This is an optimization exercise on Yosys and OpenROAD, whose aim is small area, a short achievable clock period and few clock cycles, not a production implementation.
RTL that was checked went through simulation tests only; none was proved equivalent to the original.
No functional check of the RTL was part of runs 1 and 2.
No run shown here takes its clock network from TritonCTS; it comes from the design's own scripts or RTL.
No driver is modelled on the clock port, so clock power and skew are understated where the tree is cut down; a real chip needs a root buffer or a tree.
No activity file was given, so power comes from the tool's default toggle rates.

### config.mk
export PLATFORM = sky130hd
export DESIGN_NAME = AxisCrcChecker
export DESIGN_NICKNAME = AxisCrcChecker
export VERILOG_FILES = /design/flow/design.v
export SDC_FILE = /design/flow/constraint.sdc
export NUM_CORES = 8
export LEC_CHECK = 0
export CAP_MARGIN = 40
export CORE_MARGIN = 2
export CORE_UTILIZATION = 60
export CTS_BUF_LIST = sky130_fd_sc_hd__clkbuf_16
export CTS_CLUSTER_DIAMETER = 100
export CTS_CLUSTER_SIZE = 30
export PLACE_DENSITY = 0.7
export SLEW_MARGIN = 40
export SYNTH_MEMORY_MAX_BITS = 16384
### constraint.sdc
create_clock -name core_clock -period 15.0 [get_ports {clock}]
set_input_delay 3.0000 -clock core_clock [delete_from_list [all_inputs] [get_ports {clock}]]
set_output_delay 3.0000 -clock core_clock [all_outputs]
set_load 0.01 [all_outputs]
### design.v
module calc_crc (
    input [7:0] CRC_I,
    input [7:0] DATA_I,
    output [7:0] CRC_O
);
    assign CRC_O[0] = CRC_I[0] ^ CRC_I[6] ^ CRC_I[7] ^ DATA_I[0] ^ DATA_I[6] ^ DATA_I[7];
    assign CRC_O[1] = CRC_I[0] ^ CRC_I[1] ^ CRC_I[6] ^ DATA_I[0] ^ DATA_I[1] ^ DATA_I[6];
    assign CRC_O[2] = CRC_I[0] ^ CRC_I[1] ^ CRC_I[2] ^ CRC_I[6] ^ DATA_I[0] ^ DATA_I[1] ^ DATA_I[2] ^ DATA_I[6];
    assign CRC_O[3] = CRC_I[1] ^ CRC_I[2] ^ CRC_I[3] ^ CRC_I[7] ^ DATA_I[1] ^ DATA_I[2] ^ DATA_I[3] ^ DATA_I[7];
    assign CRC_O[4] = CRC_I[2] ^ CRC_I[3] ^ CRC_I[4] ^ DATA_I[2] ^ DATA_I[3] ^ DATA_I[4];
    assign CRC_O[5] = CRC_I[3] ^ CRC_I[4] ^ CRC_I[5] ^ DATA_I[3] ^ DATA_I[4] ^ DATA_I[5];
    assign CRC_O[6] = CRC_I[4] ^ CRC_I[5] ^ CRC_I[6] ^ DATA_I[4] ^ DATA_I[5] ^ DATA_I[6];
    assign CRC_O[7] = CRC_I[5] ^ CRC_I[6] ^ CRC_I[7] ^ DATA_I[5] ^ DATA_I[6] ^ DATA_I[7];
endmodule
module AxisCrcChecker(
  input        clock,
  input        reset,
  output       io_AxisSlv_ready,
  input        io_AxisSlv_valid,
  input        io_AxisSlv_bits_Tlast,
  input  [7:0] io_AxisSlv_bits_Tdata,
  input        io_AxisMst_ready,
  output       io_AxisMst_valid,
  output       io_AxisMst_bits_Tlast,
  output [7:0] io_AxisMst_bits_Tdata
);
  localparam N  = 1024;           
  localparam LW = 7;              
  localparam LR = 6;              
  localparam KW = N >> LW;        
  localparam KR = N >> LR;        
  localparam [LR-1:0] RC = {LR{1'b1}};  
  localparam QS = 8;              
  localparam QL = 3;
  reg        in_rdy;
  reg  [1:0] b_cnt;
  wire       rdy_i = ~b_cnt[1];
  wire       acc = io_AxisSlv_valid & rdy_i;
  reg [8:0] bq0, bq1;             
  reg       b_wp, b_rp;
  wire      b_ne = (b_cnt != 2'd0);
  wire [8:0] b_head = b_rp ? bq1 : bq0;
  wire [7:0] w_d = b_head[7:0];
  wire       w_l = b_head[8];
  always @(posedge clock) begin
    if (acc & ~b_wp) bq0 <= {io_AxisSlv_bits_Tlast, io_AxisSlv_bits_Tdata};
    if (acc &  b_wp) bq1 <= {io_AxisSlv_bits_Tlast, io_AxisSlv_bits_Tdata};
  end
  reg  [7:0] crc;
  wire [7:0] crc_n;
  calc_crc u_calc_crc (.CRC_I(crc), .DATA_I(w_d), .CRC_O(crc_n));
  wire       w_g = (crc_n == 8'h00);
  reg  [9:0]  wpm;
  reg  [9:0]  rp;
  reg         wfull;
  reg         r_al;               
  reg  [9:0]  pk_len;             
  reg         cur_v;              
  reg  [9:0]  rem;                
  reg         lastb;              
  reg [10:0]   qq [0:QS-1];
  reg [QL-1:0] q_wp, q_rp;
  reg [QL:0]   q_cnt;               
  reg [10:0]   q_head;
  reg          q_ne;
  wire         q_room = ~(q_ne & q_cnt[QL]);
  wire         qq_ne = (q_cnt != 0);
  wire eq     = (rp == wpm);
  wire full   = eq & wfull;
  wire w_al   = (wpm[LW-1:0] == {LW{1'b1}});
  wire wr     = b_ne & w_al & ~full & (~w_l | q_room);
  wire empty  = eq & ~wfull;
  wire hold   = empty & w_al & ~wr;
  wire [9-LW:0] w_tap = wpm[9:LW];    
  reg        credit;
  reg  [1:0] f_used;              
  wire       rd    = cur_v & r_al & credit;
  wire       next  = ~cur_v | (rd & lastb);
  wire       load  = next & q_ne;
  wire       q_push    = wr & w_l;
  wire       q_to_head = q_push & ~qq_ne & (~q_ne | load);
  wire       skip  = load & ~q_head[10];
  wire [9:0] rp_sk = rp - q_head[9:0] - rd;
  reg  [8*N-1:0] ring;
  wire [8*N-1:0] rot = {ring[8*N-9:0], ring[8*N-1:8*N-8]};
  integer k;
  always @(posedge clock) begin
    ring <= rot;
    for (k = 0; k < KW; k = k + 1)
      if (wr && w_tap == k) ring[8*(((k+1)<<LW) % N) +: 8] <= w_d;
  end
  wire [8*KR-1:0] taps;
  genvar g;
  generate
    for (g = 0; g < KR; g = g + 1) begin : g_tap
      assign taps[8*g +: 8] = ring[8*((g<<LR)+RC) +: 8];
    end
  endgenerate
  wire [7:0] x_d = taps[8*rp[9:LR] +: 8];
  wire       x_l = lastb;
  wire       x_v = rd;
  reg pop_q;
  wire [1:0] b_cnt_n = {~wr & (b_cnt[1] | (b_cnt[0] & acc)),
                        (b_cnt[1] & wr) | (b_cnt[0] & (acc ~^ wr)) | (~b_cnt[1] & ~b_cnt[0] & acc)};
  always @(posedge clock) begin
    if (q_push & ~q_to_head) qq[q_wp] <= {w_g, pk_len};
    if (q_to_head) q_head <= {w_g, pk_len};
    else if (load & qq_ne) q_head <= qq[q_rp];
  end
  wire [1:0] f_next = f_used + rd - pop_q;
  reg rst_q;
  always @(posedge clock) begin
    rst_q <= reset;
    in_rdy <= reset | wr | ~(b_cnt[1] | (b_cnt[0] & io_AxisSlv_valid));
    if (reset) begin
      b_wp <= 1'b0; b_rp <= 1'b0; b_cnt <= 2'd0;
    end else begin
      if (acc) b_wp <= ~b_wp;
      if (wr)  b_rp <= ~b_rp;
      b_cnt <= b_cnt_n;
    end
  end
  always @(posedge clock) begin
    if (rst_q) begin
      wpm <= 10'd1023;
      wfull <= 1'b0;
      rp <= 10'd1023;
      r_al <= 1'b1;
      pk_len <= 10'd0;
      cur_v <= 1'b0;
      rem <= 10'd0;
      lastb <= 1'b0;
      crc <= 8'hff;
      q_wp <= 0; q_rp <= 0; q_cnt <= 0; q_ne <= 1'b0;
      f_used <= 2'd0;
      credit <= 1'b0;
    end else begin
      if (wr) crc <= w_l ? 8'hff : crc_n;
      if (wr) begin
        pk_len <= w_l ? 10'd0 : pk_len + 10'd1;
      end else if (~hold) wpm <= wpm + 10'd1;
      if (q_push & ~q_to_head) q_wp <= q_wp + 1'b1;
      if (load & qq_ne) q_rp <= q_rp + 1'b1;
      q_cnt <= q_cnt + (q_push & ~q_to_head) - (load & qq_ne);
      q_ne <= q_push | qq_ne | (q_ne & ~load);
      if (next) cur_v <= load & q_head[10];
      if (load) begin
        rem <= q_head[9:0];
        lastb <= (q_head[9:0] == 10'd0);
      end else if (rd) begin
        rem <= rem - 10'd1;
        lastb <= (rem == 10'd1);
      end
      if (wr) wfull <= 1'b1;
      else if (rd | skip) wfull <= 1'b0;
      if (skip) begin
        rp <= rp_sk;
        r_al <= (rp_sk[LR-1:0] == RC);
      end else if (~rd & ~hold) begin
        rp <= rp + 10'd1;
        r_al <= (rp[LR-1:0] == RC - 1'b1);
      end
      f_used <= f_next;
      credit <= (f_next != 2'd3);
    end
  end
  reg [8:0] oq0, oq1, oq2;
  reg [1:0] oq_wp, oq_rp, oq_cnt;
  reg       o_v;
  reg [7:0] o_d;
  reg       o_l;
  wire       oq_ne  = (oq_cnt != 2'd0);
  wire [1:0] oq_rp1 = (oq_rp == 2'd2) ? 2'd0 : oq_rp + 2'd1;
  wire [8:0] x_e    = {x_l, x_d};
  wire [8:0] e_rp   = (oq_rp  == 2'd0) ? oq0 : (oq_rp  == 2'd1) ? oq1 : oq2;
  wire [8:0] e_rp1  = (oq_rp1 == 2'd0) ? oq0 : (oq_rp1 == 2'd1) ? oq1 : oq2;
  wire [1:0] cnt_h  = oq_cnt + x_v;
  wire [8:0] nh_h   = oq_ne ? e_rp : x_e;
  wire [1:0] cnt_p  = oq_cnt + x_v - oq_ne;
  wire [1:0] rp_p   = oq_ne ? oq_rp1 : oq_rp;
  wire [8:0] nh_p   = oq_cnt[1] ? e_rp1 : x_e;
  always @(posedge clock) begin
    if (x_v && oq_wp == 2'd0) oq0 <= x_e;
    if (x_v && oq_wp == 2'd1) oq1 <= x_e;
    if (x_v && oq_wp == 2'd2) oq2 <= x_e;
    {o_l, o_d} <= io_AxisMst_ready ? nh_p : nh_h;
    o_v <= ~reset & ~rst_q & (io_AxisMst_ready ? (cnt_p != 2'd0) : (cnt_h != 2'd0));
    if (rst_q) begin
      oq_wp <= 2'd0; oq_rp <= 2'd0; oq_cnt <= 2'd0;
      pop_q <= 1'b0;
    end else begin
      pop_q <= io_AxisMst_ready & oq_ne;
      if (x_v) oq_wp <= (oq_wp == 2'd2) ? 2'd0 : oq_wp + 2'd1;
      oq_rp <= io_AxisMst_ready ? rp_p : oq_rp;
      oq_cnt <= io_AxisMst_ready ? cnt_p : cnt_h;
    end
  end
  assign io_AxisSlv_ready      = in_rdy;
  assign io_AxisMst_valid      = o_v;
  assign io_AxisMst_bits_Tdata = o_d;
  assign io_AxisMst_bits_Tlast = o_l;
endmodule
### flow/run.sh
#!/bin/bash
# Standard layout with these changes:
#  - the pins of each AXI4-Stream port are kept together (pins.tcl), and every
#    port gets a fast buffer (buf_4) instead of the default choice; timing
#    repair aims below the 15 ns constraint;
#  - during global placement, each flip-flop that drives an output port is
#    held next to its pin (placeio_early.tcl, unfix.tcl); after placement each
#    output port's buffer and its flip-flop are moved next to the pin
#    (placeio.tcl);
#  - after clock tree synthesis, the clock tree is rebuilt as a balanced tree
#    of four levels of inverters, the top level's four cells on the clock port
#    (ctree.tcl, ctree_build.tcl).
set -euo pipefail
export BUFFER_PORTS_ARGS="-buffer_cell sky130_fd_sc_hd__buf_4"
export SETUP_SLACK_MARGIN=11
export PRE_IO_PLACEMENT_TCL=$PWD/flow/pins.tcl
RES=orfs/results/$FLOW_PLATFORM/AxisCrcChecker/base
bash standard.sh $PWD/$RES/3_2_place_iop.odb > standard_iop.log 2>&1
openroad -no_init -exit flow/placeio_early.tcl > placeio_early.log 2>&1
bash standard.sh $PWD/$RES/3_3_place_gp.odb > standard_gp.log 2>&1
openroad -no_init -exit flow/unfix.tcl > unfix.log 2>&1
bash standard.sh place > standard_place.log 2>&1
openroad -no_init -exit flow/placeio.tcl > placeio.log 2>&1
bash standard.sh cts > standard_cts.log 2>&1
openroad -no_init -exit flow/ctree.tcl > ctree.log 2>&1
bash standard.sh > standard_finish.log 2>&1
### flow/ctree.tcl
# Replace the clock tree that clock tree synthesis built with a balanced tree
# of inverters (see ctree_build.tcl), then legalize the placement.
set res orfs/results/$::env(FLOW_PLATFORM)/AxisCrcChecker/base
read_db $res/4_cts.odb
source flow/ctree_build.tcl
detailed_placement
check_placement -verbose
write_db $res/4_cts.odb
### flow/ctree_build.tcl
# Replace the clock tree with a balanced tree of inverters built by recursive
# bisection of the clock sinks.  Levels (top to bottom): L1 (on the port, 4
# cells), L2, L3, L4 (leaves, at most F4 sinks each).  An even number of
# inverting levels keeps the clock's polarity.
proc env_or {name def} { if {[info exists ::env($name)]} { return $::env($name) } { return $def } }
set F4 [env_or CT_F4 30]
set F3 [env_or CT_F3 4]
set N2 [env_or CT_N2 4]
set M1 [env_or CT_M1 sky130_fd_sc_hd__clkinv_16]
set M2 [env_or CT_M2 sky130_fd_sc_hd__clkinv_16]
set M3 [env_or CT_M3 sky130_fd_sc_hd__clkinv_8]
set M4 [env_or CT_M4 sky130_fd_sc_hd__clkinv_8]
set H4 [expr {[env_or CT_H4 1e9] * [[ord::get_db_block] getDbUnitsPerMicron]}]

set block [ord::get_db_block]
set db [ord::get_db]
set port [$block findBTerm clock]
set pnet [$port getNet]

set sinks {}
set dead_insts {}
set dead_nets {}
proc walk {net} {
  global sinks dead_insts dead_nets
  foreach it [$net getITerms] {
    if {![$it isInputSignal]} { continue }
    set inst [$it getInst]
    set m [[$inst getMaster] getName]
    if {[string match "*__clkbuf_*" $m] || [string match "*__clkinv_*" $m] || [string match "*__buf_*" $m] || [string match "*__inv_*" $m]} {
      lappend dead_insts $inst
      foreach o [$inst getITerms] {
        if {[$o isOutputSignal]} { set on [$o getNet]; if {$on ne "NULL"} { lappend dead_nets $on; walk $on } }
      }
    } else {
      lappend sinks $it
    }
  }
}
walk $pnet
puts "ctree: [llength $sinks] sinks, removing [llength $dead_insts] buffers"
set pts {}
foreach it $sinks {
  set xy [$it getAvgXY]
  if {[lindex $xy 0] == 0} {
    set loc [[$it getInst] getLocation]
    set xy [list 1 [lindex $loc 0] [lindex $loc 1]]
  }
  lappend pts [list [lindex $xy 1] [lindex $xy 2] $it]
  $it disconnect
}
foreach inst $dead_insts {
  foreach it [$inst getITerms] { if {[$it getNet] ne "NULL"} { $it disconnect } }
  odb::dbInst_destroy $inst
}
foreach n $dead_nets { odb::dbNet_destroy $n }

proc split_pts {items m} {
  if {$m <= 1 || [llength $items] <= 1} { return [list $items] }
  set m1 [expr {$m / 2}]
  set m2 [expr {$m - $m1}]
  set xs {}; set ys {}
  foreach p $items { lappend xs [lindex $p 0]; lappend ys [lindex $p 1] }
  set xs [lsort -integer $xs]; set ys [lsort -integer $ys]
  set dx [expr {[lindex $xs end] - [lindex $xs 0]}]
  set dy [expr {[lindex $ys end] - [lindex $ys 0]}]
  set idx [expr {$dx >= $dy ? 0 : 1}]
  set s [lsort -integer -index $idx $items]
  set n [llength $s]
  set cut [expr {int(round(double($n) * $m1 / $m))}]
  if {$cut < 1} { set cut 1 }
  if {$cut > $n - 1} { set cut [expr {$n - 1}] }
  return [concat [split_pts [lrange $s 0 [expr {$cut - 1}]] $m1] [split_pts [lrange $s $cut end] $m2]]
}
proc hpwl {items} {
  set xs {}; set ys {}
  foreach p $items { lappend xs [lindex $p 0]; lappend ys [lindex $p 1] }
  set xs [lsort -integer $xs]; set ys [lsort -integer $ys]
  return [expr {[lindex $xs end] - [lindex $xs 0] + [lindex $ys end] - [lindex $ys 0]}]
}
# split a group of sinks into leaves of at most F4 sinks whose spread is at most H4
proc leaf_groups {items} {
  global F4 H4
  set nl [expr {int(ceil(double([llength $items]) / $F4))}]
  set out {}
  foreach g [split_pts $items $nl] {
    if {[llength $g] > 1 && [hpwl $g] > $H4} {
      set out [concat $out [split_pts $g 2]]
    } else {
      lappend out $g
    }
  }
  return $out
}
proc centroid {items} {
  set sx 0.0; set sy 0.0
  foreach p $items { set sx [expr {$sx + [lindex $p 0]}]; set sy [expr {$sy + [lindex $p 1]}] }
  set n [llength $items]
  return [list [expr {int($sx / $n)}] [expr {int($sy / $n)}]]
}
set cnt 0
# make an inverter of master m at (x, y) driving the given iterms; returns {x y inputITerm}
proc make_inv {mname lvl x y loads} {
  global block db cnt
  set master [$db findMaster $mname]
  incr cnt
  set inst [odb::dbInst_create $block $master "ctinv_${lvl}_$cnt"]
  set w [$master getWidth]; set h [$master getHeight]
  $inst setLocation [expr {$x - $w / 2}] [expr {$y - $h / 2}]
  $inst setPlacementStatus PLACED
  set net [odb::dbNet_create $block "ctnet_${lvl}_$cnt"]
  $net setSigType CLOCK
  [$inst findITerm Y] connect $net
  foreach it $loads { $it connect $net }
  return [list $x $y [$inst findITerm A]]
}
set l1items {}
foreach g1 [split_pts $pts 4] {
  set l2items {}
  foreach g2 [split_pts $g1 $N2] {
    set nleaf [expr {int(ceil(double([llength $g2]) / $F4))}]
    set n3 [expr {int(ceil(double($nleaf) / $F3))}]
    set l3items {}
    foreach g3 [split_pts $g2 $n3] {
      set l4items {}
      foreach g4 [leaf_groups $g3] {
        set c [centroid $g4]
        set loads {}
        foreach p $g4 { lappend loads [lindex $p 2] }
        lappend l4items [make_inv $M4 4 [lindex $c 0] [lindex $c 1] $loads]
      }
      set c [centroid $l4items]
      set loads {}
      foreach p $l4items { lappend loads [lindex $p 2] }
      lappend l3items [make_inv $M3 3 [lindex $c 0] [lindex $c 1] $loads]
    }
    set c [centroid $l3items]
    set loads {}
    foreach p $l3items { lappend loads [lindex $p 2] }
    lappend l2items [make_inv $M2 2 [lindex $c 0] [lindex $c 1] $loads]
  }
  set c [centroid $l2items]
  set loads {}
  foreach p $l2items { lappend loads [lindex $p 2] }
  set r [make_inv $M1 1 [lindex $c 0] [lindex $c 1] $loads]
  [lindex $r 2] connect $pnet
}
puts "ctree: built $cnt inverters"
### flow/pins.tcl
# Keep each AXI4-Stream port's pins together, in order, so that the logic on
# either side of the design sits next to one group of pins.
set_io_pin_constraint -group -order -pin_names {io_AxisMst_ready io_AxisMst_valid io_AxisMst_bits_Tlast io_AxisMst_bits_Tdata[0] io_AxisMst_bits_Tdata[1] io_AxisMst_bits_Tdata[2] io_AxisMst_bits_Tdata[3] io_AxisMst_bits_Tdata[4] io_AxisMst_bits_Tdata[5] io_AxisMst_bits_Tdata[6] io_AxisMst_bits_Tdata[7]}
set_io_pin_constraint -group -order -pin_names {reset io_AxisSlv_ready io_AxisSlv_valid io_AxisSlv_bits_Tlast io_AxisSlv_bits_Tdata[0] io_AxisSlv_bits_Tdata[1] io_AxisSlv_bits_Tdata[2] io_AxisSlv_bits_Tdata[3] io_AxisSlv_bits_Tdata[4] io_AxisSlv_bits_Tdata[5] io_AxisSlv_bits_Tdata[6] io_AxisSlv_bits_Tdata[7]}
### flow/placeio.tcl
# Move each output port's buffer next to its pin, and the flip-flop that
# feeds only that buffer next to the buffer; then legalize the placement.
set res orfs/results/$::env(FLOW_PLATFORM)/AxisCrcChecker/base
read_db $res/3_place.odb
set block [ord::get_db_block]
set core [$block getCoreArea]
set cx0 [$core xMin]; set cy0 [$core yMin]; set cx1 [$core xMax]; set cy1 [$core yMax]
proc driver_of {net} {
  foreach it [$net getITerms] { if {[$it isOutputSignal]} { return $it } }
  return ""
}
proc clamp {v lo hi} { return [expr {$v < $lo ? $lo : ($v > $hi ? $hi : $v)}] }
set moved 0
foreach bt [$block getBTerms] {
  if {[$bt getIoType] ne "OUTPUT"} { continue }
  set net [$bt getNet]
  set bit [driver_of $net]
  if {$bit eq ""} { continue }
  set buf [$bit getInst]
  # pin centre, pulled inside the core
  set bb [[lindex [$bt getBPins] 0] getBBox]
  set px [expr {([$bb xMin] + [$bb xMax]) / 2}]
  set py [expr {([$bb yMin] + [$bb yMax]) / 2}]
  set w [[$buf getMaster] getWidth]
  set h [[$buf getMaster] getHeight]
  set bx [clamp [expr {$px - $w / 2}] $cx0 [expr {$cx1 - $w}]]
  set by [clamp [expr {$py - $h / 2}] $cy0 [expr {$cy1 - $h}]]
  $buf setLocation $bx $by
  $buf setPlacementStatus PLACED
  incr moved
  set inet ""
  foreach it [$buf getITerms] { if {[$it isInputSignal]} { set inet [$it getNet] } }
  if {$inet eq ""} { continue }
  set fit [driver_of $inet]
  if {$fit eq ""} { continue }
  set ff [$fit getInst]
  set m [[$ff getMaster] getName]
  if {![string match "*__df*" $m] && ![string match "*__edf*" $m]} { continue }
  if {[llength [$inet getITerms]] != 2} { continue }
  $ff setLocation $bx $by
  $ff setPlacementStatus PLACED
  puts "moved [$buf getName] and [$ff getName] ($m) to the pin of [$bt getName]"
  incr moved
}
puts "moved $moved cells"
detailed_placement
check_placement -verbose
write_db $res/3_place.odb
### flow/placeio_early.tcl
# Before global placement: fix each flip-flop that drives an output port (and
# nothing else) at a legal site next to that port's pin, so that placement
# builds the logic that feeds it around it.
if {![info exists res]} { set res orfs/results/$::env(FLOW_PLATFORM)/AxisCrcChecker/base }
read_db $res/3_2_place_iop.odb
set block [ord::get_db_block]
set rows [$block getRows]
set site [[lindex $rows 0] getSite]
set sw [$site getWidth]
set rh [$site getHeight]
# row origins
set rys {}
foreach r $rows { lappend rys [list [lindex [$r getOrigin] 1] $r] }
set rys [lsort -integer -index 0 $rys]
proc nearest_row {y} {
  global rys
  set best ""; set bd 1e18
  foreach ry $rys { set d [expr {abs([lindex $ry 0] - $y)}]; if {$d < $bd} { set bd $d; set best [lindex $ry 1] } }
  return $best
}
# occupied x ranges per row (for the cells placed here)
array set used {}
set fixed 0
foreach bt [$block getBTerms] {
  if {[$bt getIoType] ne "OUTPUT"} { continue }
  set net [$bt getNet]
  if {[llength [$net getITerms]] != 1} { continue }
  set it [lindex [$net getITerms] 0]
  if {![$it isOutputSignal]} { continue }
  set ff [$it getInst]
  set m [$ff getMaster]
  if {![string match "*__df*" [$m getName]]} { continue }
  set bb [[lindex [$bt getBPins] 0] getBBox]
  set px [expr {([$bb xMin] + [$bb xMax]) / 2}]
  set py [expr {([$bb yMin] + [$bb yMax]) / 2}]
  set row [nearest_row $py]
  set rb [$row getBBox]
  set ry [lindex [$row getOrigin] 1]
  set w [$m getWidth]
  # x: as close to the pin as the row allows, on the site grid, clear of cells placed here
  set x [expr {$px - $w / 2}]
  if {$x < [$rb xMin] + 4 * $sw} { set x [expr {[$rb xMin] + 4 * $sw}] }
  if {$x > [$rb xMax] - $w - 4 * $sw} { set x [expr {[$rb xMax] - $w - 4 * $sw}] }
  set x0 [lindex [$row getOrigin] 0]
  set x [expr {$x0 + (($x - $x0) / $sw) * $sw}]
  set key $ry
  if {![info exists used($key)]} { set used($key) {} }
  # step away from the pin until the span is free
  set ok 0
  for {set k 0} {$k < 200 && !$ok} {incr k} {
    foreach dir {1 -1} {
      set xx [expr {$x + $dir * $k * $sw}]
      set clash 0
      foreach u $used($key) { if {$xx < [lindex $u 1] && $xx + $w > [lindex $u 0]} { set clash 1; break } }
      if {!$clash && $xx >= [$rb xMin] && $xx + $w <= [$rb xMax]} { set x $xx; set ok 1; break }
    }
  }
  lappend used($key) [list $x [expr {$x + $w}]]
  $ff setLocation $x $ry
  $ff setOrient [$row getOrient]
  $ff setPlacementStatus FIRM
  puts "fixed [$ff getName] ([$m getName]) at [expr {$x / 1000.0}] [expr {$ry / 1000.0}] for [$bt getName]"
  incr fixed
}
puts "fixed $fixed flip-flops"
write_db $res/3_2_place_iop.odb
### flow/unfix.tcl
# After global placement, release the flip-flops fixed by placeio_early.tcl so
# that detailed placement can legalize them.
set res orfs/results/$::env(FLOW_PLATFORM)/AxisCrcChecker/base
read_db $res/3_3_place_gp.odb
foreach inst [[ord::get_db_block] getInsts] {
  if {[$inst getPlacementStatus] eq "FIRM" && [string match "*__df*" [[$inst getMaster] getName]]} {
    $inst setPlacementStatus PLACED
    puts "released [$inst getName]"
  }
}
write_db $res/3_3_place_gp.odb
### standard.sh
#!/bin/bash
# synth_recipe.tcl (not shown) runs the flow's synth.tcl, then flattens the netlist and writes it again
# the make line also repeats each setting of config.mk as NAME=value (left out here)
make -C /OpenROAD-flow-scripts/flow DESIGN_CONFIG=/design/flow/config.mk WORK_HOME=/design/flow/orfs CLKGATE_MAP_FILE= SYNTH_SCRIPT=/design/flow/synth_recipe.tcl "${@:-finish}"
==> results.cfg, run 1 <==
[status]
outcome = no timing/DRC/antenna violations

[critical_path]
cp_num_buf_inv = 1
cp.required_ns = 12.00
cp-end-kind = output port
cp_cell_sequence = buf_6
cp-start-kind = flop
max_stage_delay_ns = 0.34
crit_fanout = 1
cpMaxStageDelayCell = dfxtp_2
crit_family = flip-flops
path_class = flop to output port
critical_path_arrival_ns = 1.00

[timing]
worstMarginPinSlew_ns = 0.7891
period_minus_slack_ns = 4.001
finClkSkew_ns = 0.07199
tns_ns = 0
setup_viol = 0
relSlewSlack_pct = 47.00
finalHoldViolCount = 0
max_freq_mhz = 249.9
slew_violations = 0
rsz0062_at_grt = true
min_period_over_period_pct = 26.67

[clock_tree]
clock_latency_ns = 0.58
clkTransAtPathRegs_ns = 0.12
cts_sinks = 8428
ctsHoldBuffers = 0

[detailed_routing]
first_iter_violations = 3021
drt-vias-per-instance = 4.252
wl_um = 216100
postRouteAntennaNets = 0
drc = 0
post_drt_wl_per_cell_um = 15.89
firstDrtPassIters = 5
via_count = 57820

[logic_synthesis]
synth_area_leaders = dfxtp_1 94%, edfxtp_1 2.4%, mux4_2 0.79%
syn_area_um2 = 176900
synthArstFlopShare_pct = 0
ys_types = 76
syn-num-nets = 9310
seq_area_frac_synth_pct = 96.21
synth_top_area_share_pct = 93.77
yosysMostFrequentCell = dfxtp_1
synth_ff_type = dfxtp_1
ys_ff_latch = 8428
yosysWarnings = 1
avgSynthCellArea_um2 = 19.10
synth-edff-count = 144
netlist_instances = 9261
netlist_top_cells_count = 8,284 x dfxtp_1, 144 x edfxtp_1, 82 x nor2_1
yosys.area.top_type = dfxtp_1

[grt]
grt_util_all_layers_pct = 14.22
grt_pass1_vias = 57930
grt_pass1_wl_um = 330000
grt-ovfl-total = 0
antenna_found_initial = 21
grt_max_degree = 38

[floorplan]
design.die.area_um2 = 299100
core_area_um2 = 293600
start_util_pct = 60.25
die_w_um = 546.9
num_rows = 199
ios = 24
dieHeight_um = 546.9

[finish]
regArea_um2 = 170200
nFillCells = 19410
drive_gt1_share_pct = 6.683
syn2layout_area_growth_pct = 6.895
finalNonFillerCells = 13600
fin_nets = 9717
final_cell_area_um2 = 189100
multi_input_area_um2 = 6301

[pwr]
power.density_nw_per_um2 = 171.1
total_power_uw = 32350
power_leakage_uw = 0.07345
ir_drop_uv = 117.5

[run]
drv_cap = 0

[placed_design]
place_inst = 13160
gp_congestion = 0.8239
io_buffers = 23
hpwlAfterDp_um = 126900
postPlaceCellArea_um2 = 181800

[min_path]
hold_path_class = flop to flop
## cell usage in the layout, fill, tap and decap left out, types with 16 or more instances in the layout
cell	n
dfxtp_2	19
buf_4	31
ha_1	33
edfxtp_1	144
nand2_1	79
mux4_2	62
a21o_1	16
clkinv_8	400
xnor2_1	50
nor2_1	80
nor3_1	20
mux2i_1	29
xor2_1	19
nand3_1	24
a21oi_1	29
inv_1	38
o21ai_0	67
dfxtp_1	8265
clkinv_16	20
nand4_1	17
mux2_2	52
## sequential cells by signal (all words and copies together) (netlist names), 8 cells and up, named ones only
register / count
pk_len: 10
qq: 88
crc: 8
oq2: 9
o_d: 8
rp: 10
bq1: 9
bq0: 9
rem: 10
wpm: 10
ring: 8192
q_head: 11
oq0: 9
oq1: 9
## cells by family after synthesis
| family | Yosys count | synth area share, % |
|---|---|---|
| flops | 8428 | 96.21 |
| buf+inv | 99 | 0.2695 |
| mux | 156 | 1.388 |
| xor+xnor | 73 | 0.3820 |
| simple gates | 298 | 0.8461 |
| fa+ha+maj | 36 | 0.2674 |
| compound gates | 171 | 0.6325 |
## area by class of cell
class                           count  share of cell area [%]
Tap cell                         3919                   2.594
Multi-Input combinational cell    734                   3.333
Inverter                          461                   3.841
Sequential cell                  8428                   90.02
Timing Repair Buffer               43                  0.1946
Antenna cell                       13                 0.01721
## per-stage QoR
| step | setup WS (ns) | hold slack, ns | utilization, % |
|---|---|---|---|
| floorplan | 11.07 | 0.3096 | - |
| global placement | 10.80 | 0.3095 | 61.92 |
| detailed placement | 10.79 | 0.3121 | 61.94 |
| CTS | 10.53 | 0.2979 | 64.93 |
| global route | 10.94 | 0.2940 | 64.39 |
| finish | 11.00 | 0.2863 | 64.40 |
## power breakdown
group | leakage (µW) | switching (µW) | internal, µW
combinational | 0.00253 | 521 | 390
sequential | 0.0679 | 182 | 22700
clock | 0.00299 | 7340 | 1180
## routing by layer
layer / track usage (%) / wire length (µm)
met1: 21.43 / 112800
met2: 21.05 / 89370
met4: 4.874 / 7159
met3: 2.282 / 6764
met5: 0 / 0
## what timing repair did
action                     4_1_cts  5_1_grt
setup endpoints to repair       11       13
gates resized for setup         21        3
buffers inserted                 0        0
hold endpoints to repair         0        0
## final timing paths
check | from | end | slack (ns) | cells past startpoint
setup / recovery | o_d[2] | io_AxisMst_bits_Tdata[2] | 11.00 | 1
hold / removal | ring[3468] | ring[3476] | 0.29 | 0
setup reg to reg | rp[7] | q_cnt[1] | 11.42 | 11
hold reg to reg | ring[3468] | ring[3476] | 0.29 | 0
==> run 2: changes to the inputs <==
--- a/flow/ctree_build.tcl
+++ b/flow/ctree_build.tcl
@@ -10,7 +10,7 @@
 set M2 [env_or CT_M2 sky130_fd_sc_hd__clkinv_16]
 set M3 [env_or CT_M3 sky130_fd_sc_hd__clkinv_8]
 set M4 [env_or CT_M4 sky130_fd_sc_hd__clkinv_8]
-set H4 [expr {[env_or CT_H4 1e9] * [[ord::get_db_block] getDbUnitsPerMicron]}]
+set H4 [expr {[env_or CT_H4 120] * [[ord::get_db_block] getDbUnitsPerMicron]}]
 
 set block [ord::get_db_block]
 set db [ord::get_db]
==> run 2 against run 1 <==
Compared with the run above: register-to-register slack worse by 0.02 ns; critical endpoint is now io_AxisMst_valid; die area unchanged; largest power group unchanged; sequential share of layout area about the same; critical path type unchanged.
==> results.cfg, run 2 <==
[status]
outcome = no timing/DRC/antenna violations

[timing]
finClkSkew_ns = 0.07039
period_minus_slack_ns = 4.008
min_period_over_period_pct = 26.72
slew_violations = 0
finalHoldViolCount = 0
tns_ns = 0
rsz0062_at_grt = true
max_freq_mhz = 249.5
setup_viol = 0
layout_setup_ws_ns = 10.99
worstMarginPinSlew_ns = 0.8135
relSlewSlack_pct = 45.36

[logic_synthesis]
syn-num-nets = 9310
synth-edff-count = 144
seq_area_frac_synth_pct = 96.21
synth_ff_type = dfxtp_1
ys_ff_latch = 8428
yosysWarnings = 1
synth_area_leaders = dfxtp_1 94%, edfxtp_1 2.4%, mux4_2 0.79%
avgSynthCellArea_um2 = 19.10
synthArstFlopShare_pct = 0
netlist_top_cells_count = 8,284 x dfxtp_1, 144 x edfxtp_1, 82 x nor2_1
netlist_instances = 9261
yosysMostFrequentCell = dfxtp_1
ys_types = 76
yosys.area.top_type = dfxtp_1
synth_top_area_share_pct = 93.77
syn_area_um2 = 176900

[detailed_routing]
via_count = 57840
post_drt_wl_per_cell_um = 15.90
wl_um = 216300
firstDrtPassIters = 5
postRouteAntennaNets = 0
drc = 0
drt-vias-per-instance = 4.253
first_iter_violations = 2936

[finish]
syn2layout_area_growth_pct = 6.913
largest_registers = ring (8192), qq (88), q_head (11)
regArea_um2 = 170200
drive_gt1_share_pct = 6.703
fin_nets = 9719
fin_util_pct = 64.41
mostFrequentLayoutCells = 8,265 x dfxtp_1, 402 x clkinv_8, 144 x edfxtp_1, 80 x nor2_1, 79 x nand2_1
finalNonFillerCells = 13600
multi_input_area_um2 = 6301
largest_reg_flops = 8192
regMostFlops = ring
nFillCells = 19400
final_common_cell = dfxtp_1

[critical_path]
path_class = flop to output port
cp_num_buf_inv = 1
r2r_start = rp[6]
cp-end-kind = output port
cp.required_ns = 12.00
cp_cell_sequence = buf_6
r2r-end = q_cnt[3]
critical_path_arrival_ns = 1.01
rrSetupSlack_ns = 11.40
crit_family = flip-flops
cpMaxStageDelayCell = dfxtp_2
cp-start-kind = flop
reg2reg_depth = 13
max_stage_delay_ns = 0.33
crit_fanout = 1

[min_path]
hold_end = ring[3469]
hold_path_class = flop to flop
holdPathStages = 0
hp-start = ring[3461]

[floorplan]
die_w_um = 546.9
dieHeight_um = 546.9
num_rows = 199
core_area_um2 = 293600
design.die.area_um2 = 299100
start_util_pct = 60.25
ios = 24

[grt]
grt_pass1_wl_um = 330000
grt-ovfl-total = 0
grt_max_degree = 38
antenna_found_initial = 22
grt_pass1_vias = 57920
grt_util_all_layers_pct = 14.22

[placed_design]
gp_congestion = 0.8239
io_buffers = 23
place_inst = 13160
hpwlAfterDp_um = 126900
dpl_worst_slack_ns = 10.79

[pwr]
ir_drop_uv = 117.5
power.density_nw_per_um2 = 171.2
power_leakage_uw = 0.07346

[run]
drv_cap = 0

[clock_tree]
cts_sinks = 8428
clkTransAtPathRegs_ns = 0.11
clock_latency_ns = 0.56
[run 2: cell types whose count changed in the layout (fill, tap and decap cells not counted)]
cell and delta:
clkinv_8 +2
[run 2: worst max path at each step]
stage | startpoint | endpoint | slack, ns | depth (start not counted)
after global placement | io_AxisMst_ready | o_l | 10.80 | 5
after floorplan | io_AxisSlv_valid | bq0[0] | 11.07 | 2
after CTS | o_d[3] | io_AxisMst_bits_Tdata[3] | 10.53 | 1
final | o_v | io_AxisMst_valid | 10.99 | 1
after global routing | o_v | io_AxisMst_valid | 10.92 | 1
after detailed placement | io_AxisMst_ready | o_l | 10.79 | 5
[run 2: metrics by stage]
step / total power (µW) / hold slack (ns) / area [µm²]
after floorplan: 24020 / 0.3096 / 176900
after global placement: 24330 / 0.3095 / 181800
after detailed placement: 24330 / 0.3121 / 181800
after CTS: 34190 / 0.2979 / 190600
after global routing: 33550 / 0.2664 / 189100
final: 32360 / 0.2654 / 189100
[run 2: cells by family (layout without fill, tap and decap cells)]
logic type | after synthesis | after routing | synth area share, %
buffers and inverters | 99 | 506 | 0.2695
muxes | 156 | 156 | 1.388
DFF | 8428 | 8428 | 96.21
AOI/OAI and AO/OA | 171 | 171 | 0.6325
adders and majority gates | 36 | 36 | 0.2674
and+or+nand+nor | 298 | 298 | 0.8461
other | 0 | 13 | 0
xor gates and xnor gates | 73 | 73 | 0.3820
[run 2: what timing repair did]
action | 4_1_cts | 5_1_grt
buffers inserted | 0 | 0
hold buffers | 0 | 0
pin swaps | 0 | 0
resized for setup | 21 | 3
hold endpoints to repair | 0 | 0
setup endpoints to repair | 11 | 12
[run 2: per-layer routing]
layer	vias to the layer above	track usage, %	routed length (µm)
li1	29630	-	-
met1	27090	21.44	113000
met2	693	21.05	89180
met3	429	2.291	6722
met4	0	4.903	7407
met5	-	0	0
[run 2: final cells by class]
class	instances	area share (%)
tap	3919	2.593
timing repair buffer	43	0.1945
inverter	463	3.857
multi-input combinational	734	3.332
sequential	8428	90.01
antenna	13	0.01720
[run 2: power breakdown]
group          leakage [µW]  switching (µW)  internal (µW)  total (µW)
clock network       0.00300            7360           1180        8540
registers            0.0679             182          22700       22900
logic               0.00253             521            390         911
total                0.0735            8060          24300       32400
==> run 3: changes to the inputs <==
--- a/design.v
+++ b/design.v
@@ -72,8 +72,7 @@
   wire empty  = eq & ~wfull;
   wire hold   = empty & w_al & ~wr;
   wire [9-LW:0] w_tap = wpm[9:LW];    
-  reg        credit;
-  reg  [1:0] f_used;              
+  reg        credit;              
   wire       rd    = cur_v & r_al & credit;
   wire       next  = ~cur_v | (rd & lastb);
   wire       load  = next & q_ne;
@@ -99,7 +98,6 @@
   wire [7:0] x_d = taps[8*rp[9:LR] +: 8];
   wire       x_l = lastb;
   wire       x_v = rd;
-  reg pop_q;
   wire [1:0] b_cnt_n = {~wr & (b_cnt[1] | (b_cnt[0] & acc)),
                         (b_cnt[1] & wr) | (b_cnt[0] & (acc ~^ wr)) | (~b_cnt[1] & ~b_cnt[0] & acc)};
   always @(posedge clock) begin
@@ -107,7 +105,6 @@
     if (q_to_head) q_head <= {w_g, pk_len};
     else if (load & qq_ne) q_head <= qq[q_rp];
   end
-  wire [1:0] f_next = f_used + rd - pop_q;
   reg rst_q;
   always @(posedge clock) begin
     rst_q <= reset;
@@ -132,8 +129,6 @@
       lastb <= 1'b0;
       crc <= 8'hff;
       q_wp <= 0; q_rp <= 0; q_cnt <= 0; q_ne <= 1'b0;
-      f_used <= 2'd0;
-      credit <= 1'b0;
     end else begin
       if (wr) crc <= w_l ? 8'hff : crc_n;
       if (wr) begin
@@ -160,39 +155,35 @@
         rp <= rp + 10'd1;
         r_al <= (rp[LR-1:0] == RC - 1'b1);
       end
-      f_used <= f_next;
-      credit <= (f_next != 2'd3);
     end
   end
-  reg [8:0] oq0, oq1, oq2;
-  reg [1:0] oq_wp, oq_rp, oq_cnt;
+  reg [8:0] oq0, oq1;
+  reg       oq_wp, oq_rp;
+  reg [1:0] oq_cnt;
   reg       o_v;
   reg [7:0] o_d;
   reg       o_l;
   wire       oq_ne  = (oq_cnt != 2'd0);
-  wire [1:0] oq_rp1 = (oq_rp == 2'd2) ? 2'd0 : oq_rp + 2'd1;
   wire [8:0] x_e    = {x_l, x_d};
-  wire [8:0] e_rp   = (oq_rp  == 2'd0) ? oq0 : (oq_rp  == 2'd1) ? oq1 : oq2;
-  wire [8:0] e_rp1  = (oq_rp1 == 2'd0) ? oq0 : (oq_rp1 == 2'd1) ? oq1 : oq2;
+  wire [8:0] e_rp   = oq_rp ? oq1 : oq0;
+  wire [8:0] e_rp1  = oq_rp ? oq0 : oq1;
   wire [1:0] cnt_h  = oq_cnt + x_v;
   wire [8:0] nh_h   = oq_ne ? e_rp : x_e;
   wire [1:0] cnt_p  = oq_cnt + x_v - oq_ne;
-  wire [1:0] rp_p   = oq_ne ? oq_rp1 : oq_rp;
   wire [8:0] nh_p   = oq_cnt[1] ? e_rp1 : x_e;
   always @(posedge clock) begin
-    if (x_v && oq_wp == 2'd0) oq0 <= x_e;
-    if (x_v && oq_wp == 2'd1) oq1 <= x_e;
-    if (x_v && oq_wp == 2'd2) oq2 <= x_e;
+    if (x_v & ~oq_wp) oq0 <= x_e;
+    if (x_v &  oq_wp) oq1 <= x_e;
     {o_l, o_d} <= io_AxisMst_ready ? nh_p : nh_h;
     o_v <= ~reset & ~rst_q & (io_AxisMst_ready ? (cnt_p != 2'd0) : (cnt_h != 2'd0));
     if (rst_q) begin
-      oq_wp <= 2'd0; oq_rp <= 2'd0; oq_cnt <= 2'd0;
-      pop_q <= 1'b0;
+      oq_wp <= 1'b0; oq_rp <= 1'b0; oq_cnt <= 2'd0;
+      credit <= 1'b0;
     end else begin
-      pop_q <= io_AxisMst_ready & oq_ne;
-      if (x_v) oq_wp <= (oq_wp == 2'd2) ? 2'd0 : oq_wp + 2'd1;
-      oq_rp <= io_AxisMst_ready ? rp_p : oq_rp;
+      if (x_v) oq_wp <= ~oq_wp;
+      if (io_AxisMst_ready & oq_ne) oq_rp <= ~oq_rp;
       oq_cnt <= io_AxisMst_ready ? cnt_p : cnt_h;
+      credit <= io_AxisMst_ready ? ~cnt_p[1] : ~cnt_h[1];
     end
   end
   assign io_AxisSlv_ready      = in_rdy;
==> run 3 against run 2 <==
Compared with the run above: still clean on timing, DRC and antenna; die area fell by 0.61%; power fell by 0.57%; routed wire length fell by 2.1%; highest routed layer is now met5.
==> results.cfg, run 3 <==
[status]
outcome = no timing/DRC/antenna violations

[timing]
tns_ns = 0
period_minus_slack_ns = 3.995
relSlewSlack_pct = 45.61
slew_violations = 0
min_period_over_period_pct = 26.64
max_freq_mhz = 250.3
finalHoldViolCount = 0
rsz0062_at_grt = true
finClkSkew_ns = 0.06638
setup_viol = 0
worstMarginPinSlew_ns = 0.8115
layout_setup_ws_ns = 11.00

[pwr]
power.density_nw_per_um2 = 171.1
total_power_uw = 32180
ir_drop_uv = 127.7
power_leakage_uw = 0.07332

[finish]
regMostFlops = ring
largest_registers = ring (8192), qq (88), q_head (11)
mostFrequentLayoutCells = 8,265 x dfxtp_1, 402 x clkinv_8, 135 x edfxtp_1, 63 x nor2_1, 62 x mux4_2
drive_gt1_share_pct = 6.629
final_cell_area_um2 = 188100
nFillCells = 19160
largest_reg_flops = 8192
fin_nets = 9582
syn2layout_area_growth_pct = 6.998
final_common_cell = dfxtp_1

[logic_synthesis]
synth-edff-count = 135
yosysMostFrequentCell = dfxtp_1
netlist_instances = 9115
ys_ff_latch = 8414
syn_area_um2 = 175800
synth_ff_type = dfxtp_1
syn-num-nets = 9162
synth_top_area_share_pct = 94.30
synth_area_leaders = dfxtp_1 94%, edfxtp_1 2.3%, mux4_2 0.79%
yosys.area.top_type = dfxtp_1
netlist_top_cells_count = 8,279 x dfxtp_1, 135 x edfxtp_1, 67 x nor2_1
ys_types = 64
yosysWarnings = 1
avgSynthCellArea_um2 = 19.28
seq_area_frac_synth_pct = 96.60
synthArstFlopShare_pct = 0

[floorplan]
ios = 24
num_rows = 198
dieHeight_um = 545.2
core_area_um2 = 291100
design.die.area_um2 = 297300
die_w_um = 545.2
start_util_pct = 60.38

[clock_tree]
ctsHoldBuffers = 0
cts_sinks = 8414
clkTransAtPathRegs_ns = 0.09
cts_setup_buffers = 0
clock_latency_ns = 0.56

[critical_path]
r2r_start = rp[7]
reg2reg_depth = 7
cpMaxStageDelayCell = dfxtp_2
path_class = flop to output port
cp_num_buf_inv = 1
cp-startpoint = o_d[4]
cp.required_ns = 12.00
crit_family = flip-flops
cp_cell_sequence = buf_6
cp-start-kind = flop
cp-end-kind = output port
crit_cells = 1
max_stage_delay_ns = 0.36
critical_path_arrival_ns = 1.00
crit_fanout = 1

[grt]
grt_pass1_wl_um = 320300
grt_pass1_vias = 56830
grt-ovfl-total = 0
antenna_found_initial = 20
grt_max_degree = 42
grt_util_all_layers_pct = 13.97

[min_path]
hold_path_class = flop to flop
holdPathStages = 0
hp-start = ring[7615]

[placed_design]
gp_congestion = 0.7856
io_buffers = 23
postPlaceCellArea_um2 = 180800
dpl_worst_slack_ns = 10.70
hpwlAfterDp_um = 124800

[detailed_routing]
drc = 0
postRouteAntennaNets = 0
post_drt_wl_per_cell_um = 15.73
firstDrtPassIters = 4
drt-vias-per-instance = 4.222
via_count = 56790
wl_um = 211700
first_iter_violations = 2946

[run]
drv_cap = 0
[run 3: final timing paths]
| check | to | slack (ns) |
|---|---|---|
| worst max-delay path | io_AxisMst_bits_Tdata[4] | 11.00 |
| worst min-delay path | ring[7623] | 0.29 |
| worst max register to register | ring[2054] | 11.37 |
| worst min register to register | ring[7623] | 0.29 |
[run 3: area by class of cell]
type                            instances  area, µm²  area share [%]
Sequential cell                      8414     169800           90.29
Antenna cell                           18      45.04         0.02395
Inverter                              464       7297           3.880
Tap cell                             3900       4880           2.595
Clock inverter                          1      7.507        0.003992
Timing Repair Buffer                   41      352.8          0.1876
Multi-Input combinational cell        614       5672           3.016
[run 3: power by group]
group	leakage, µW	switching (µW)	internal [µW]
Clock	0.00300	7330	1190
Combinational	0.00248	496	340
Sequential	0.0678	160	22700
[run 3: worst register-to-register path: stages (launching register included)]
cell	delay (ns)
dfxtp_2	0.33
buf_4	0.48
xor2_1	0.21
nor4_2	0.31
nand4_2	0.57
nand2_4	0.66
or4_1	0.60
mux2_4	0.35
[run 3: kinds of logic (layout without fill, tap and decap cells)]
logic type,after synthesis,count (layout),share of synthesized area [%]
xor gates and xnor gates,76,76,0.3958
DFF,8414,8414,96.60
and+or+nand+nor,228,228,0.7026
buffers and inverters,87,506,0.2086
muxes,162,162,1.435
adders and majority gates,34,34,0.2548
AOI/OAI and AO/OA,114,114,0.4008
other,0,18,0
[run 3: routing by layer]
| metal | up-vias | part of all wire (%) | global-route usage, % |
|---|---|---|---|
| met4 | 2 | 3.1 | 4.941 |
| met2 | 630 | 42 | 21.19 |
| met5 | - | 0.0061 | 0 |
| met1 | 26580 | 51 | 20.48 |
| li1 | 29160 | - | - |
| met3 | 428 | 3.6 | 2.290 |
[run 3: timing repair]
action / 4_1_cts / 5_1_grt
gates cloned: 0 / 0
gates resized for setup: 22 / 1
setup endpoints to repair: 11 / 13
[run 3: stage by stage]
step,util (%),hold slack [ns],instances
finish,64.61,0.2923,13450
global route,64.59,0.2972,13430
CTS,65.15,0.2985,13380
detailed placement,62.11,0.3121,13010
global placement,62.11,0.3095,13010
floorplan,-,0.3096,9115
Testbench counts of run 3, summed over its fixed seeds: cycles 46,598.
==> run 4: changes to the inputs <==
--- a/flow/ctree_build.tcl
+++ b/flow/ctree_build.tcl
@@ -10,7 +10,7 @@
 set M2 [env_or CT_M2 sky130_fd_sc_hd__clkinv_16]
 set M3 [env_or CT_M3 sky130_fd_sc_hd__clkinv_8]
 set M4 [env_or CT_M4 sky130_fd_sc_hd__clkinv_8]
-set H4 [expr {[env_or CT_H4 120] * [[ord::get_db_block] getDbUnitsPerMicron]}]
+set H4 [expr {[env_or CT_H4 1e9] * [[ord::get_db_block] getDbUnitsPerMicron]}]
 
 set block [ord::get_db_block]
 set db [ord::get_db]
==> run 4 against run 3 <==
Compared with the run above: synthesized area unchanged; first-iteration DRC count up 2.1%; still clean; combinational power hardly changed; via count hardly changed; core utilization is essentially flat; clock power hardly changed; worst hold slack improved by 0.0078 ns; worst setup slack improved by 0.0041 ns; die area did not move; sequential cell count unchanged; critical path depth stayed put; highest routed layer unchanged; cell count about the same.
==> results.cfg, run 4 <==
[timing]
rsz0062_at_grt = true
finalHoldViolCount = 0
worstMarginPinSlew_ns = 0.8178
whs_ns = 0.3001
tns_ns = 0
slew_violations = 0
setup_viol = 0
max_freq_mhz = 250.6
min_period_over_period_pct = 26.61
finClkSkew_ns = 0.05794
period_minus_slack_ns = 3.991
relSlewSlack_pct = 45.18

[critical_path]
path_class = flop to output port
cp_num_buf_inv = 1
crit_cells = 1
cp-startpoint = o_d[1]
rrSetupSlack_ns = 11.39
cp-start-kind = flop
cpMaxStageDelayCell = dfxtp_2
cp.required_ns = 12.00
cp_cell_sequence = buf_6
critical_path_arrival_ns = 0.99
r2r-end = ring[2054]
r2r_start = rp[7]
cp-end-kind = output port
crit_family = flip-flops
crit_fanout = 1
max_stage_delay_ns = 0.36
reg2reg_depth = 7

[logic_synthesis]
synthMuxAreaShare_pct = 1.435
synth_area_leaders = dfxtp_1 94%, edfxtp_1 2.3%, mux4_2 0.79%
synthArstFlopShare_pct = 0
netlist_instances = 9115
yosys.area.top_type = dfxtp_1
yosysMostFrequentCell = dfxtp_1
synth_compound_area_share_pct = 0.4008
synth_top_family_by_area = multiplexers
synth_fa_ha_area_share_pct = 0.2548
synth_ff_type = dfxtp_1
syn_area_um2 = 175800
synth_xor_area_share_pct = 0.3958
yosysWarnings = 1
netlist_top_cells_count = 8,279 x dfxtp_1, 135 x edfxtp_1, 67 x nor2_1
ys_ff_latch = 8414
synth-edff-count = 135
avgSynthCellArea_um2 = 19.28
ys_types = 64
syn-num-nets = 9162
seq_area_frac_synth_pct = 96.60
synthSimpleGateAreaFrac_pct = 0.7026
synth_top_area_share_pct = 94.30

[pwr]
power.density_nw_per_um2 = 171.1
power_leakage_uw = 0.07330
ir_drop_uv = 127.7
total_power_uw = 32170

[floorplan]
core_area_um2 = 291100
die_w_um = 545.2
num_rows = 198
ios = 24
start_util_pct = 60.38
dieHeight_um = 545.2
design.die.area_um2 = 297300

[grt]
grt_util_all_layers_pct = 13.96
antenna_found_initial = 20
grt_pass1_vias = 56820
grt_max_degree = 42
grt_pass1_wl_um = 320300
grt-ovfl-total = 0

[detailed_routing]
drc = 0
firstDrtPassIters = 7
top_layer_used = met5
first_iter_violations = 3008
route.met2.wl_um = 89930
post_drt_wl_per_cell_um = 15.76
postRouteAntennaNets = 0
wl_um = 211700
via_count = 56850
route.met3.wl_um = 6482
drt-vias-per-instance = 4.230
wl_met1_um = 108700

[finish]
regMostFlops = ring
final_common_cell = dfxtp_1
final_cell_area_um2 = 188000
finalNonFillerCells = 13440
syn2layout_area_growth_pct = 6.965
nFillCells = 19180
largest_reg_flops = 8192
fin_nets = 9580
drive_gt1_share_pct = 6.609
mostFrequentLayoutCells = 8,265 x dfxtp_1, 400 x clkinv_8, 135 x edfxtp_1, 63 x nor2_1, 62 x mux4_2
largest_registers = ring (8192), qq (88), q_head (11)

[clock_tree]
cts_sinks = 8414
clock_latency_ns = 0.55
ctsHoldBuffers = 0
clkTransAtPathRegs_ns = 0.09

[run]
drv_cap = 0

[placed_design]
hpwlAfterDp_um = 124800
gp_congestion = 0.7856
place_inst = 13010
io_buffers = 23
postPlaceCellArea_um2 = 180800

[min_path]
holdPathStages = 0
hp-start = ring[1493]
hold_end = ring[1501]
hold_path_class = flop to flop

[status]
outcome = no timing/DRC/antenna violations
-- run 4: layout make-up --
type,count,area [µm²],share of cell area [%]
antenna,8,20.02,0.01065
sequential,8414,169800,90.32
multi-input combinational,614,5672,3.017
inverter,462,7264,3.864
clock inverter,1,7.507,0.003993
timing repair buffer,41,352.8,0.1877
tap,3900,4880,2.595
-- run 4: how the worst max path moves through the flow --
stage	to	slack [ns]
6_report	io_AxisMst_bits_Tdata[1]	11.01
5_1_grt	io_AxisMst_bits_Tdata[4]	10.95
4_1_cts	io_AxisMst_bits_Tdata[3]	10.52
3_5_place_dp	o_d[6]	10.70
3_3_place_gp	o_d[6]	10.70
2_1_floorplan	o_l	11.06
-- run 4: worst register-to-register path, delay by kind of cell, from the launching register on --
family        cells  cell delay [ns]
xor+xnor          1             0.21
mux               1             0.35
simple gates      4             2.10
buf+inv           1             0.48
flops             1             0.33
-- run 4: kinds of logic (layout without fill, tap and decap cells) --
kind of cell	Yosys count	count (layout)
AO/OA/AOI/OAI	114	114
XOR/XNOR	76	76
adder cells (fa/ha/maj)	34	34
buffers and inverters	87	504
flip-flops	8414	8414
multiplexers	162	162
other	0	8
AND/OR/NAND/NOR	228	228
-- run 4: metrics by stage --
step	worst slack (ns)	utilization (%)
6_report	11.01	64.59
3_5_place_dp	10.70	62.11
5_1_grt	10.95	64.58
2_1_floorplan	11.06	-
3_3_place_gp	10.70	62.11
4_1_cts	10.52	65.15
-- run 4: metal layers --
layer  track usage (%)  up-vias
li1                  -    29140
met1             20.49    26650
met2             21.17      627
met3             2.279      431
met4             4.959        2
met5                 0        -
-- run 4: report_power, final --
part           internal [µW]  switching, µW
Clock                   1180           7320
Sequential             22700            160
Combinational            340            495
Total                  24200           7970
-- run 4: repair_timing --
action	CTS	global route
setup buffers	0	0
gates resized for setup	22	1
setup endpoints to repair	11	13
endpoints found under the hold margin	0	0
==> run 5: changes to the inputs <==
--- a/flow/run.sh
+++ b/flow/run.sh
@@ -14,6 +14,7 @@
 export BUFFER_PORTS_ARGS="-buffer_cell sky130_fd_sc_hd__buf_4"
 export SETUP_SLACK_MARGIN=11
 export PRE_IO_PLACEMENT_TCL=$PWD/flow/pins.tcl
+export PLACE_PINS_ARGS="-min_distance 8"
 RES=orfs/results/$FLOW_PLATFORM/AxisCrcChecker/base
 bash standard.sh $PWD/$RES/3_2_place_iop.odb > standard_iop.log 2>&1
 openroad -no_init -exit flow/placeio_early.tcl > placeio_early.log 2>&1
==> run 5 against run 4 <==
Compared with the run above: sequential power about the same; clock power about the same; synthesized cell count unchanged; clock skew up 0.018 ns; routed wire length down 3.7%; via count about the same; sequential share of layout area about the same; power about the same; die area unchanged; synthesized area unchanged; critical path type unchanged.
==> results.cfg, run 5 <==
[grt]
antenna_found_initial = 21
grt_pass1_wl_um = 313400
grt_max_degree = 47
grt_util_all_layers_pct = 13.45
grt-ovfl-total = 0
grt_pass1_vias = 56310

[finish]
largest_registers = ring (8192), qq (88), q_head (11)
fin_nets = 9576
drive_gt1_share_pct = 6.600
mostFrequentLayoutCells = 8,264 x dfxtp_1, 400 x clkinv_8, 135 x edfxtp_1, 64 x nor2_1, 62 x mux4_2
multi_input_area_um2 = 5685
regArea_um2 = 169800
nFillCells = 19200
syn2layout_area_growth_pct = 6.976
final_common_cell = dfxtp_1
regMostFlops = ring
largest_reg_flops = 8192

[critical_path]
max_stage_delay_ns = 0.33
cp.required_ns = 12.00
crit_fanout = 1
crit_family = flip-flops
cp-start-kind = flop
rrSetupSlack_ns = 11.26
path_class = flop to output port
cp-end-kind = output port
cpMaxStageDelayCell = dfxtp_2
cp_num_buf_inv = 1
critical_path_arrival_ns = 0.97
cp_cell_sequence = buf_6

[logic_synthesis]
ys_types = 64
synth_top_area_share_pct = 94.30
yosysWarnings = 1
ys_ff_latch = 8414
synth-edff-count = 135
synth_xor_area_share_pct = 0.3958
synthArstFlopShare_pct = 0
synthSimpleGateAreaFrac_pct = 0.7026
synth_top_family_by_area = multiplexers
synth_ff_type = dfxtp_1
netlist_top_cells_count = 8,279 x dfxtp_1, 135 x edfxtp_1, 67 x nor2_1
syn_area_um2 = 175800
synth_compound_area_share_pct = 0.4008
syn-num-nets = 9162
synthMuxAreaShare_pct = 1.435
seq_area_frac_synth_pct = 96.60
yosys.area.top_type = dfxtp_1
avgSynthCellArea_um2 = 19.28
synth_fa_ha_area_share_pct = 0.2548
yosysMostFrequentCell = dfxtp_1
synth_area_leaders = dfxtp_1 94%, edfxtp_1 2.3%, mux4_2 0.79%
netlist_instances = 9115

[floorplan]
num_rows = 198
die_w_um = 545.2
dieHeight_um = 545.2
core_area_um2 = 291100
design.die.area_um2 = 297300
ios = 24
start_util_pct = 60.38

[pwr]
p_sw_share_pct = 24.73
power.density_nw_per_um2 = 171.0
ir_drop_uv = 128.0
seq_power_share_pct = 71.0
power_leakage_uw = 0.07329
pwr-share-clk_pct = 26.5
netSwitchingPower_uw = 7951
internal-power_uw = 24200
combPwrFrac_pct = 2.5

[detailed_routing]
post_drt_wl_per_cell_um = 15.17
drt-vias-per-instance = 4.232
postRouteAntennaNets = 0
first_iter_violations = 2865
drc = 0
wl_um = 203900
via_count = 56880
firstDrtPassIters = 5

[min_path]
hold_path_class = flop to flop

[clock_tree]
clock_latency_ns = 0.57
clkTransAtPathRegs_ns = 0.09
cts_sinks = 8414

[timing]
worstMarginPinSlew_ns = 0.8228
finalHoldViolCount = 0
relSlewSlack_pct = 45.07
min_period_over_period_pct = 26.45
rsz0062_at_grt = true
whs_ns = 0.2833
tns_ns = 0
period_minus_slack_ns = 3.967
setup_viol = 0
max_freq_mhz = 252.1
finClkSkew_ns = 0.07621
slew_violations = 0

[run]
drv_cap = 0

[status]
outcome = no timing/DRC/antenna violations

[placed_design]
gp_congestion = 0.7735
hpwlAfterDp_um = 118700
io_buffers = 23
==> run 5: changes by cell type in the layout (fill, tap and decap cells not counted), sizes merged <==
cell      previous run  this run
diode                8        12
buf                 41        37
bufinv               0         1
clkinvlp             1         2
==> run 5: repair_timing <==
| item | 4_1_cts | 5_1_grt |
|---|---|---|
| endpoints found under the setup margin | 11 | 24 |
| setup buffers | 0 | 0 |
| hold buffers | 0 | 0 |
| gates resized for setup | 18 | 6 |
==> run 5: path summary, 6_finish.rpt <==
check	from	end	cells after the start
setup / recovery	o_d[7]	io_AxisMst_bits_Tdata[7]	1
hold / removal	ring[7655]	ring[7663]	0
setup reg to reg	b_rp	ring[2050]	6
hold reg to reg	ring[7655]	ring[7663]	0
==> run 5: stage by stage <==
| step | instances | utilization [%] | area, µm² | setup WS (ns) | total power [µW] |
|---|---|---|---|---|---|
| after floorplan | 9115 | - | 175800 | 11.06 | 23870 |
| after global placement | 13000 | 62.08 | 180700 | 10.71 | 24130 |
| after detailed placement | 13000 | 62.10 | 180800 | 10.63 | 24140 |
| after CTS | 13370 | 65.09 | 189500 | 10.51 | 33930 |
| after global routing | 13430 | 64.58 | 188000 | 10.98 | 33330 |
| final | 13440 | 64.59 | 188000 | 11.03 | 32150 |
==> run 5: power groups by stage <==
stage	combinational, µW	sequential, µW	clock, µW
2_1_floorplan	611	23300	0
3_3_place_gp	793	23300	0
3_5_place_dp	795	23300	0
4_1_cts	807	22800	10300
5_1_grt	885	22900	9560
6_report	798	22800	8510
==> run 5: area by class of cell <==
class / count / area share [%]
Antenna cell: 12 / 0.01597
Clock inverter: 3 / 0.01730
Inverter: 462 / 3.864
Multi-Input combinational cell: 614 / 3.024
Sequential cell: 8414 / 90.31
Tap cell: 3900 / 2.595
Timing Repair Buffer: 37 / 0.1717
==> run 5: worst reg2reg max path: cells and delay by family, from the launching register on <==
kind	cells	cell delay, ns
multiplexers	2	0.81
AO/OA/AOI/OAI	1	0.28
AND/OR/NAND/NOR	3	1.90
flip-flops	1	0.64
==> run 5: metal layers <==
layer,share of wire [%],global-route usage [%],up-vias,wire [µm]
li1,-,-,29140,-
met1,54,20.73,26640,109200
met2,40,19.42,657,82370
met3,3.0,2.052,447,6131
met4,3.1,4.743,0,6237
met5,0,0,-,0
==> run 5: logic make-up (layout without fill, tap and decap cells) <==
logic type / after synthesis / in the layout
DFF: 8414 / 8414
buffers and inverters: 87 / 502
adders and majority gates: 34 / 34
and+or+nand+nor: 228 / 228
xor gates and xnor gates: 76 / 76
other: 0 / 12
AOI/OAI and AO/OA: 114 / 114
muxes: 162 / 162
==> run 6: changes to the inputs <==
--- a/flow/ctree_build.tcl
+++ b/flow/ctree_build.tcl
@@ -6,9 +6,9 @@
 set F4 [env_or CT_F4 30]
 set F3 [env_or CT_F3 4]
 set N2 [env_or CT_N2 4]
-set M1 [env_or CT_M1 sky130_fd_sc_hd__clkinv_16]
+set M1 [env_or CT_M1 sky130_fd_sc_hd__inv_16]
 set M2 [env_or CT_M2 sky130_fd_sc_hd__clkinv_16]
-set M3 [env_or CT_M3 sky130_fd_sc_hd__clkinv_8]
+set M3 [env_or CT_M3 sky130_fd_sc_hd__inv_12]
 set M4 [env_or CT_M4 sky130_fd_sc_hd__clkinv_8]
 set H4 [expr {[env_or CT_H4 1e9] * [[ord::get_db_block] getDbUnitsPerMicron]}]
 
==> run 6 against run 5 <==
Compared with the run above: still clean on timing, DRC and antenna; core utilization about the same; sequential power about the same; sequential cell count is the same; worst setup slack better by 0.12 ns; synthesized area did not move; global-route usage is essentially flat; clock power is 2% higher; critical path depth up 2; sequential share of layout area is essentially flat; power increased by 0.56%; first-iteration DRC count is 1.5% lower; final area barely moved; largest power group unchanged; highest routed layer unchanged.
==> results.cfg, run 6 <==
[timing]
relSlewSlack_pct = 44.30
slew_violations = 0
min_period_over_period_pct = 25.65
finalHoldViolCount = 0
whs_ns = 0.2898
tns_ns = 0
max_freq_mhz = 259.9
period_minus_slack_ns = 3.848
worstMarginPinSlew_ns = 0.8343
rsz0062_at_grt = false
finClkSkew_ns = 0.05185
layout_setup_ws_ns = 11.15
setup_viol = 0

[detailed_routing]
postRouteAntennaNets = 0
drt-vias-per-instance = 4.237
wl_um = 204000
drc = 0
first_iter_violations = 2823
firstDrtPassIters = 5
via_count = 56940
post_drt_wl_per_cell_um = 15.18

[finish]
fin_nets = 9576
largest_reg_flops = 8192
final_common_cell = dfxtp_1
nFillCells = 19210
largest_registers = ring (8192), qq (88), q_head (11)
syn2layout_area_growth_pct = 6.948
regMostFlops = ring
final_cell_area_um2 = 188000
drive_gt1_share_pct = 6.558
mostFrequentLayoutCells = 8,268 x dfxtp_1, 320 x clkinv_8, 135 x edfxtp_1, 80 x inv_12, 64 x nor2_1

[critical_path]
cp_cell_sequence = buf_4 > nor2b_1 > nor2b_2
cp.required_ns = 15.03
cp-end-kind = flop
cp-start-kind = input pin
r2r_start = b_rp
crit_family = simple AND/OR/NAND/NOR gates
max_stage_delay_ns = 0.50
cp-startpoint = io_AxisSlv_valid
cpMaxStageDelayCell = nor2b_2
critical_path_arrival_ns = 3.88
rrSetupSlack_ns = 11.26
path_class = input pin to flop
cp_num_buf_inv = 1
crit_fanout = 9

[logic_synthesis]
synthArstFlopShare_pct = 0
yosysMostFrequentCell = dfxtp_1
yosys.area.top_type = dfxtp_1
synth_area_leaders = dfxtp_1 94%, edfxtp_1 2.3%, mux4_2 0.79%
netlist_top_cells_count = 8,279 x dfxtp_1, 135 x edfxtp_1, 67 x nor2_1
ys_ff_latch = 8414
syn_area_um2 = 175800
synth_ff_type = dfxtp_1
avgSynthCellArea_um2 = 19.28
ys_types = 64
synth_top_area_share_pct = 94.30
seq_area_frac_synth_pct = 96.60
synth-edff-count = 135
syn-num-nets = 9162
netlist_instances = 9115
yosysWarnings = 1

[placed_design]
dpl_worst_slack_ns = 10.63
postPlaceCellArea_um2 = 180800
gp_congestion = 0.7735
hpwlAfterDp_um = 118700
io_buffers = 23

[grt]
grt_pass1_wl_um = 313400
antenna_found_initial = 20
grt-ovfl-total = 0
grt_util_all_layers_pct = 13.45
grt_pass1_vias = 56300
grt_max_degree = 47

[pwr]
power_leakage_uw = 0.07332
ir_drop_uv = 128.7
power.density_nw_per_um2 = 172.0
total_power_uw = 32330

[floorplan]
dieHeight_um = 545.2
num_rows = 198
die_w_um = 545.2
design.die.area_um2 = 297300
ios = 24
core_area_um2 = 291100
start_util_pct = 60.38

[min_path]
hp-start = ring[2087]
hold_path_class = flop to flop

[clock_tree]
clock_latency_ns = 0.43
cts_sinks = 8414
clkTransAtPathRegs_ns = 0.11

[run]
drv_cap = 0

[status]
outcome = no timing/DRC/antenna violations
run 6: cell counts after synthesis:
Identical to the previous run, type by type.
run 6: worst paths after layout:
kind                endpoint  cells past startpoint
hold reg to reg   ring[2095]                      0
setup reg to reg  ring[2053]                      6
hold / removal    ring[2095]                      0
setup / recovery      bq0[3]                      3
run 6: cell type report:
type	instances	area [µm²]	area share [%]
Antenna cell	10	25.02	0.01331
Clock inverter	3	32.53	0.01731
Inverter	462	7224	3.843
Multi-Input combinational cell	614	5685	3.025
Sequential cell	8414	169800	90.33
Tap cell	3900	4880	2.596
Timing Repair Buffer	37	322.8	0.1717
run 6: per-stage QoR:
step	util, %	instances
global placement	62.08	13000
floorplan	-	9115
detailed placement	62.10	13000
global route	64.57	13430
finish	64.58	13440
CTS	65.09	13370
run 6: routing by layer:
metal	wire, µm	share of wire, %	track usage [%]
met4	6013	2.9	4.415
met5	0	0	0
met3	6376	3.1	2.262
met2	82470	40	19.43
met1	109100	54	20.72
run 6: kinds of logic (layout without fill, tap and decap cells):
kind of cell | after synthesis | in the layout | share of synthesized area [%]
AND/OR/NAND/NOR | 228 | 228 | 0.7026
AO/OA/AOI/OAI | 114 | 114 | 0.4008
other | 0 | 10 | 0
XOR/XNOR | 76 | 76 | 0.3958
buffers and inverters | 87 | 502 | 0.2086
multiplexers | 162 | 162 | 1.435
flip-flops | 8414 | 8414 | 96.60
adder cells (fa/ha/maj) | 34 | 34 | 0.2548
run 6: report_power, final:
group / total, µW / switching, µW / leakage (µW) / internal (µW)
clock network: 8700 / 7420 / 0.00302 / 1280
logic: 798 / 465 / 0.00246 / 333
registers: 22800 / 162 / 0.0678 / 22700
total: 32300 / 8050 / 0.0733 / 24300
run 6: repair_timing:
| item | CTS | global route |
|---|---|---|
| hold buffers | 0 | 0 |
| setup buffers | 0 | 0 |
| pin swaps | 0 | 0 |
| resized for setup | 18 | 2 |
| endpoints found under the setup margin | 11 | 14 |

[port drivers added, routing unchanged]
Ports are ideal in the flow. The routed layouts listed here were re-timed in OpenROAD.
Step 1 sets driving cells, clkbuf_16 on the clock port and buf_2 on the other inputs (assumed; they add their load-dependent delay and slew).
Step 2 also shifts input and output timing later by t, the mid clock arrival at the registers, as if the neighbouring blocks saw the same clock.
a / b / c = ideal ports / drivers / drivers and shift; a / b = the first two.
| run | t (ns) | slack for setup (ns) |
|---|---|---|
| run 1 | 0.853 | 10.999 / 10.680 / 10.763 |
| run 2 | 0.860 | 10.992 / 10.673 / 10.756 |
| run 3 | 0.845 | 11.005 / 10.680 / 10.728 |
| run 4 | 0.842 | 11.009 / 10.683 / 10.729 |
| run 5 | 0.841 | 11.033 / 10.723 / 10.680 |
| run 6 | 0.685 | 11.152 / 10.889 / 10.688 |
After both steps setup and hold are still met in every run listed.
